This is an optimization exercise on Yosys and OpenROAD, whose aim is small area, a short achievable clock period and few clock cycles, not a production implementation.
Function was checked by simulation only, so behaviour that the tests miss may differ from the original.
Power and IR drop assume default switching activity.

`flow/config.mk`:
```
export PLATFORM = sky130hd
export DESIGN_NAME = TPU
export DESIGN_NICKNAME = TPU
export VERILOG_FILES = /design/flow/design.v
export SDC_FILE = /design/flow/constraint.sdc
export NUM_CORES = 4
export LEC_CHECK = 0
export CAP_MARGIN = 20
export CORE_MARGIN = 2
export CORE_UTILIZATION = 40
export SLEW_MARGIN = 20
```
`flow/constraint.sdc`:
```
create_clock -name core_clock -period 8.0 [get_ports {clk}]
set_input_delay 1.6000 -clock core_clock [delete_from_list [all_inputs] [get_ports {clk}]]
set_output_delay 1.6000 -clock core_clock [all_outputs]
set_load 0.01 [all_outputs]
```
`flow/design.v`:
```
module TPU(
    clk,
    rst_n,
    in_valid,
    K,
    M,
    N,
    busy,
    A_wr_en,
    A_index,
    A_data_in,
    A_data_out,
    B_wr_en,
    B_index,
    B_data_in,
    B_data_out,
    C_wr_en,
    C_index,
    C_data_in,
    C_data_out
);
input clk;
input rst_n;
input            in_valid;
input [7:0]      K;
input [7:0]      M;
input [7:0]      N;
output  reg      busy;
output           A_wr_en;
output [15:0]    A_index;
output [31:0]    A_data_in;
input  [31:0]    A_data_out;
output           B_wr_en;
output [15:0]    B_index;
output [31:0]    B_data_in;
input  [31:0]    B_data_out;
output           C_wr_en;
output [15:0]    C_index;
output [127:0]   C_data_in;
input  [127:0]   C_data_out;
parameter PIPE = 0;      
genvar r, c;
reg  [7:0] k_last;       
reg  [7:0] k_end;        
reg  [5:0] mt_last;      
reg  [5:0] nt_last;      
reg  [3:0] last_rows;    
reg  [3:0] top_row;      
wire [5:0] mt_last_in = M[7:2] + {5'd0, |M[1:0]} - 6'd1;
wire [5:0] nt_last_in = N[7:2] + {5'd0, |N[1:0]} - 6'd1;
always @(posedge clk or negedge rst_n) begin
    if (!rst_n) begin
        k_last    <= 8'd0;
        k_end     <= 8'd3;
        mt_last   <= 6'd0;
        nt_last   <= 6'd0;
        last_rows <= 4'hF;
        top_row   <= 4'h8;
    end else if (in_valid) begin
        k_last    <= K - 8'd1;
        k_end     <= (K < 8'd4) ? 8'd3 : K - 8'd1;
        mt_last   <= mt_last_in;
        nt_last   <= nt_last_in;
        case (M[1:0])
            2'd1:    begin last_rows <= 4'b0001; top_row <= 4'b0001; end
            2'd2:    begin last_rows <= 4'b0011; top_row <= 4'b0010; end
            2'd3:    begin last_rows <= 4'b0111; top_row <= 4'b0100; end
            default: begin last_rows <= 4'b1111; top_row <= 4'b1000; end
        endcase
    end
end
reg        issuing;
reg  [7:0] kc;
reg  [5:0] ic, jc;
reg [13:0] a_addr, b_addr, b_base;
wire k_valid   = (kc <= k_last);
wire tile_end  = (kc == k_end);
wire i_end     = (ic == mt_last);
wire j_end     = (jc == nt_last);
always @(posedge clk or negedge rst_n) begin
    if (!rst_n) begin
        issuing <= 1'b0;
        kc      <= 8'd0;
        ic      <= 6'd0;
        jc      <= 6'd0;
        a_addr  <= 14'd0;
        b_addr  <= 14'd0;
        b_base  <= 14'd0;
    end else if (in_valid) begin
        issuing <= 1'b1;
        kc      <= 8'd0;
        ic      <= 6'd0;
        jc      <= 6'd0;
        a_addr  <= 14'd0;
        b_addr  <= 14'd0;
        b_base  <= 14'd0;
    end else if (issuing) begin
        if (tile_end) begin
            kc <= 8'd0;
            if (i_end) begin
                ic     <= 6'd0;
                jc     <= jc + 6'd1;
                a_addr <= 14'd0;
                b_base <= b_addr + {13'd0, k_valid};
                b_addr <= b_addr + {13'd0, k_valid};
                if (j_end) issuing <= 1'b0;
            end else begin
                ic     <= ic + 6'd1;
                a_addr <= a_addr + {13'd0, k_valid};
                b_addr <= b_base;
            end
        end else begin
            kc <= kc + 8'd1;
            if (k_valid) begin
                a_addr <= a_addr + 14'd1;
                b_addr <= b_addr + 14'd1;
            end
        end
    end
end
assign A_wr_en   = 1'b0;
assign A_data_in = 32'd0;
assign B_wr_en   = 1'b0;
assign B_data_in = 32'd0;
assign A_index   = {2'd0, a_addr};
assign B_index   = {2'd0, b_addr};
localparam CW = 11;
wire [3:0] wmask = i_end ? last_rows : 4'hF;
wire [3:0] fmask = (i_end & j_end) ? top_row : 4'h0;
wire          iss_v     = issuing & k_valid;
wire [CW-1:0] ctl_issue = {fmask, wmask, (kc == k_last), issuing & (kc == 8'd0), iss_v};
reg  [31:0] a_q, b_q;
reg  [CW-1:0] ctl_q;
always @(posedge clk) begin
    a_q <= A_data_out & {32{iss_v}};
    b_q <= B_data_out;
end
always @(posedge clk or negedge rst_n) begin
    if (!rst_n) ctl_q <= {CW{1'b0}};
    else        ctl_q <= ctl_issue;
end
reg  [31:0] b_d [1:3];
reg  [7:0]  a1_d1, a2_d1, a2_d2, a3_d1, a3_d2, a3_d3;
reg  [CW-1:0] ctl_d [1:3];
always @(posedge clk) begin
    b_d[1] <= b_q;
    b_d[2] <= b_d[1];
    b_d[3] <= b_d[2];
    a1_d1  <= a_q[23:16];
    a2_d1  <= a_q[15:8];
    a2_d2  <= a2_d1;
    a3_d1  <= a_q[7:0];
    a3_d2  <= a3_d1;
    a3_d3  <= a3_d2;
end
always @(posedge clk or negedge rst_n) begin
    if (!rst_n) begin
        ctl_d[1] <= {CW{1'b0}};
        ctl_d[2] <= {CW{1'b0}};
        ctl_d[3] <= {CW{1'b0}};
    end else begin
        ctl_d[1] <= ctl_q;
        ctl_d[2] <= ctl_d[1];
        ctl_d[3] <= ctl_d[2];
    end
end
wire [7:0]  a_row [0:3];
wire [31:0] b_row [0:3];
wire [CW-1:0] ctl_row [0:3];
assign a_row[0] = a_q[31:24];
assign a_row[1] = a1_d1;
assign a_row[2] = a2_d2;
assign a_row[3] = a3_d3;
assign b_row[0] = b_q;
assign b_row[1] = b_d[1];
assign b_row[2] = b_d[2];
assign b_row[3] = b_d[3];
assign ctl_row[0] = ctl_q;
assign ctl_row[1] = ctl_d[1];
assign ctl_row[2] = ctl_d[2];
assign ctl_row[3] = ctl_d[3];
wire [23:0] acc [0:3][0:3];
reg  [3:0]  wr_row;       
reg  [3:0]  fin_row;      
generate
    for (r = 0; r < 4; r = r + 1) begin : row
        wire [CW-1:0] ctl_m;
        wire [15:0] p [0:3];
        if (PIPE) begin : pp
            reg [CW-1:0] ctl_p;
            reg [15:0] p_q [0:3];
            always @(posedge clk or negedge rst_n) begin
                if (!rst_n) ctl_p <= {CW{1'b0}};
                else        ctl_p <= ctl_row[r];
            end
            for (c = 0; c < 4; c = c + 1) begin : col
                always @(posedge clk) p_q[c] <= a_row[r] * b_row[r][31-8*c -: 8];
                assign p[c] = p_q[c];
            end
            assign ctl_m = ctl_p;
        end else begin : np
            for (c = 0; c < 4; c = c + 1) begin : col
                assign p[c] = a_row[r] * b_row[r][31-8*c -: 8];
            end
            assign ctl_m = ctl_row[r];
        end
        for (c = 0; c < 4; c = c + 1) begin : pe
            reg [23:0] s;
            always @(posedge clk) begin
                s <= (ctl_m[1] ? 24'd0 : s) + {8'd0, p[c]};
            end
            assign acc[r][c] = s;
        end
        always @(posedge clk or negedge rst_n) begin
            if (!rst_n) begin
                wr_row[r]  <= 1'b0;
                fin_row[r] <= 1'b0;
            end else begin
                wr_row[r]  <= ctl_m[0] & ctl_m[2] & ctl_m[3+r];
                fin_row[r] <= ctl_m[0] & ctl_m[2] & ctl_m[7+r];
            end
        end
    end
endgenerate
reg [13:0] c_addr;
always @(posedge clk or negedge rst_n) begin
    if (!rst_n)         c_addr <= 14'd0;
    else if (in_valid)  c_addr <= 14'd0;
    else if (C_wr_en)   c_addr <= c_addr + 14'd1;
end
assign C_wr_en = |wr_row;
assign C_index = {2'd0, c_addr};
generate
    for (c = 0; c < 4; c = c + 1) begin : cout
        assign C_data_in[127-32*c -: 32] = {8'd0,
              ({24{wr_row[0]}} & acc[0][c]) | ({24{wr_row[1]}} & acc[1][c])
            | ({24{wr_row[2]}} & acc[2][c]) | ({24{wr_row[3]}} & acc[3][c])};
    end
endgenerate
always @(posedge clk or negedge rst_n) begin
    if (!rst_n)          busy <= 1'b0;
    else if (in_valid)   busy <= 1'b1;
    else if (|fin_row)   busy <= 1'b0;
end
endmodule
```
`flow/run.sh`:
```
#!/bin/bash
# synth_recipe.tcl (not shown) runs the flow's synth.tcl, then flattens the netlist and writes it again
# the make line also repeats each setting of config.mk as NAME=value (left out here)
make -C /OpenROAD-flow-scripts/flow DESIGN_CONFIG=/design/flow/config.mk WORK_HOME=/design/flow/orfs CLKGATE_MAP_FILE= SYNTH_SCRIPT=/design/flow/synth_recipe.tcl finish
```
==> results.txt <==
outcome=complete, no violations; Die Y-Extent=approximately 420 um; Post-CTS Setup Inserts=0; PortBufs=230; Most used DFF post-synth=dfxtp_1; nets=approximately 9,400; Post-Synth Adder-Cell Area=0.359; Longest Clk Path Bufs=3; Post-Synth Simple-Gate Area=0.170; IO Count=~460; first-pass GRT wire length=between 200,000 and 300,000 um; Core Region=about 0.17 sq mm; Worst setup EP type=flop; First-pass DRT Iterations=6; hold path depth=0; Final Hold Fails=0; number of global-route vias before repair=approximately 52,000; pin count of the biggest net entering global routing=80; synth top area cells=fa_1 23%, dfxtp_1 17%, ha_1 13%; DP Wirelength=roughly 140,000 um; final setup TNS=0 ns; Synth Area in XOR/XNOR=0.0399; clock sink count=roughly 740; Post-synth top cells=1,386 x inv_1, 800 x fa_1, 721 x nand2_1; Area Overhead vs Synth=10.9%; distinct cell type count after synthesis=between 90 and 100; Setup-failing EPs final=0; fin crit share=0.739; Setup CP Type=reg2reg; initial DRC count=~2,900; Post-Route WL=between 150,000 and 200,000 um; Yosys top cell area share=0.234; Peak supply drop=around 180 uV; # fillers=roughly 16,000; syn_area_per_cell=around 9.0 sq um; hold slack=between 0.3 and 0.4 ns; main combinational cell family by area after synthesis=adder cells; insertion delay to the later sink of the worst-skew pair=approximately 0.75 ns; Overflow after GRT=0; post-DR vias/cell=between 5 and 6; antenna cells=0; most common cell in the netlist=inv_1; Worst-path clk slew=~0.060 ns; R2R setup slack=2.09 ns; Slew headroom=0.218; DRC=0; Tightest Pin Transition=1.16 ns; Seq. cell area=0.0157 sq mm; P_leak=37.8 nW; CTS tree=done; Die Width=418 um; antenna-violating nets left=0; FMAX=~170 MHz; antenna violations before repair=15; Max-Cap Viols=0; Initial Util=0.404; compound-gate portion of the synthesized area=0.0962; post-synthesis sequential area ratio=0.229; RR Endpoint=row[1].pe[2].s[20]; CTS-repair resized insts=0; Routed WL per cell=~18 um; vias post-DR=roughly 51,000; CTS Buf Count=between 90 and 100; Post-synth EDFFs=0; area leader, netlist=fa_1; Tot GR Track Use=0.209; Clock Tree Root=clkbuf_16; Reg2Reg Launch Point=ctl_d[1][1]; Row Count=about 150; Setup Skew=about 0.049 ns; RSZ-0062 raised after global routing=false; asr flop ratio synth=0.204; synth warn=3; power per cell area=roughly 340 mW/mm^2; fraction of synthesized area in multiplexers=0.00400; critical path required time=8.59 ns; Post-Synthesis Cells=approximately 7,600; Arrival @ worst endpoint=approximately 6.5 ns; layout cell share with drive strength beyond 1=0.0363; fin. max-slew vios=0; hold buffer count at cts=0; die area=approximately 0.17 sq mm; crit path launch=ctl_d[1][1]; Worst setup endpoint=row[1].pe[2].s[20]; CTS H-Tree Depth=3; Yosys reg bits=744; Reg2Reg Depth=20; Setup crit start kind=flop; Routability Congestion=0.872; post-synthesis cell area=a little under 0.07 sq mm; fin crit period=5.91 ns; area of the multi-input gates=0.0462 sq mm; hold crit path type=reg2reg; worst-path maximum fanout=36
-- cell usage in the layout, fill, tap and decap left out, drive strengths merged, types with 25 or more instances in the layout --
master / instances
fa: 800
clkbuf: 123
nor3: 55
dfxtp: 592
nand3: 67
o21a: 50
nor2b: 208
a211oi: 29
buf: 58
conb: 105
and3: 71
ha: 685
o21ai: 200
xnor2: 200
nor2: 288
a21o: 95
a21oi: 228
o21bai: 25
dfrtp: 147
nand2: 722
and2: 647
nand4: 30
a31oi: 43
xor2: 112
nand2b: 106
a22oi: 202
inv: 1393
clkdlybuf4s50: 228
or3: 28
-- worst min-delay path by stage --
| stage | startpoint | end | slack (ns) |
|---|---|---|---|
| 2_1_floorplan | a_q[16] | a1_d1[0] | 0.31 |
| 3_3_place_gp | a3_d2[5] | a3_d3[5] | 0.31 |
| 3_5_place_dp | a2_d1[4] | a2_d2[4] | 0.31 |
| 4_1_cts | a3_d1[1] | a3_d2[1] | 0.32 |
| 5_1_grt | a2_d1[7] | a2_d2[7] | 0.33 |
| 6_report | a_q[14] | a2_d1[6] | 0.32 |
-- metal layers --
layer  global-route usage  vias to the layer above  routed length [um]
li1                     -                    23939                   -
met1                0.287                    25250               81500
met2                0.334                     1125               80800
met3               0.0296                      248                9370
met4               0.0781                       22                6650
met5                    0                        -                 147
-- final cells by class --
type                       count  share of cell area
multi-input combinational   5203               0.609
sequential                   744               0.207
inverter                    1387              0.0685
tap                         2218              0.0365
timing repair buffer         286              0.0358
clock buffer                 123              0.0345
clock inverter                51             0.00945
-- cell families after synthesis --
group | after synthesis
AO/OA/AOI/OAI | 998
XOR/XNOR | 312
adder cells (fa/ha/maj) | 1485
buffers and inverters | 1752
flip-flops | 744
multiplexers | 26
other | 2
AND/OR/NAND/NOR | 2277
-- sequential cells by signal, summed over array words and instances, names as in the netlist, 11 cells and up --
register,flops
a_addr,14
a_q,32
b_addr,14
b_base,14
b_d,96
b_q,32
c_addr,14
ctl_d,21
ctl_q,11
row.pe.s,384
-- power breakdown --
group          switching [mW]  internal, mW  leakage [nW]
Sequential              0.771          4.77          6.88
Clock                    1.89          2.73          1.61
Combinational            8.69          6.99          29.3
-- per-stage QoR --
| stage | cells | total power, mW | setup slack, ns | util | cell area, sq um |
|---|---|---|---|---|---|
| final | 10012 | 25.8 | 2.09 | 0.448 | 76000 |
| after global routing | 10012 | 28.7 | 1.66 | 0.448 | 76000 |
| after CTS | 10012 | 26.0 | 2.03 | 0.448 | 76000 |
| after detailed placement | 9838 | 21.2 | 2.08 | 0.428 | 72600 |
| after global placement | 9838 | 20.9 | 2.14 | 0.428 | 72600 |
| after floorplan | 7699 | 17.8 | 2.76 | - | 68900 |
-- worst max-delay path: stages (launching register included) --
cell	delay, ns
dfrtp_2	0.38
buf_4	0.26
inv_1	0.19
buf_4	0.55
nand2_1	0.18
fa_1	0.46
inv_1	0.09
fa_1	0.39
ha_1	0.28
inv_1	0.05
fa_1	0.52
inv_1	0.06
ha_1	0.27
a21o_1	0.12
a21oi_1	0.09
nor2b_1	0.17
o31a_1	0.23
a31oi_1	0.16
o31ai_1	0.81
nand3_1	0.17
mux2_2	0.30
Testbench counts, summed over its fixed seeds: cycles 122,561.

==> port drivers added, routing unchanged <==
The flow's constraints put no driver on any port. The routed layout listed below was extracted and timed again, unchanged, in two steps. Step 1 assumes that a clkbuf_16 drives the clock port and a buf_2 every other input. Step 2 times the ports against the registers' clock, not the clock port: input delays grow and output delays shrink by t, the midpoint of the rising clock arrivals with the driver on. a / b / c = ideal ports / drivers / drivers and shift; a / b = the first two.
t (ns): 0.807
setup slack, ns: 2.089 / 2.089 / 2.089
hold slack, ns: 0.322 / 0.322 / 0.322
worst setup path at the end: register to register
worst slew at a driven data input, ns: 0.14
After both steps this run still meets setup and hold. The setup slack of this run moves by 0.000 ns with the drivers and by 0.000 ns with both steps.
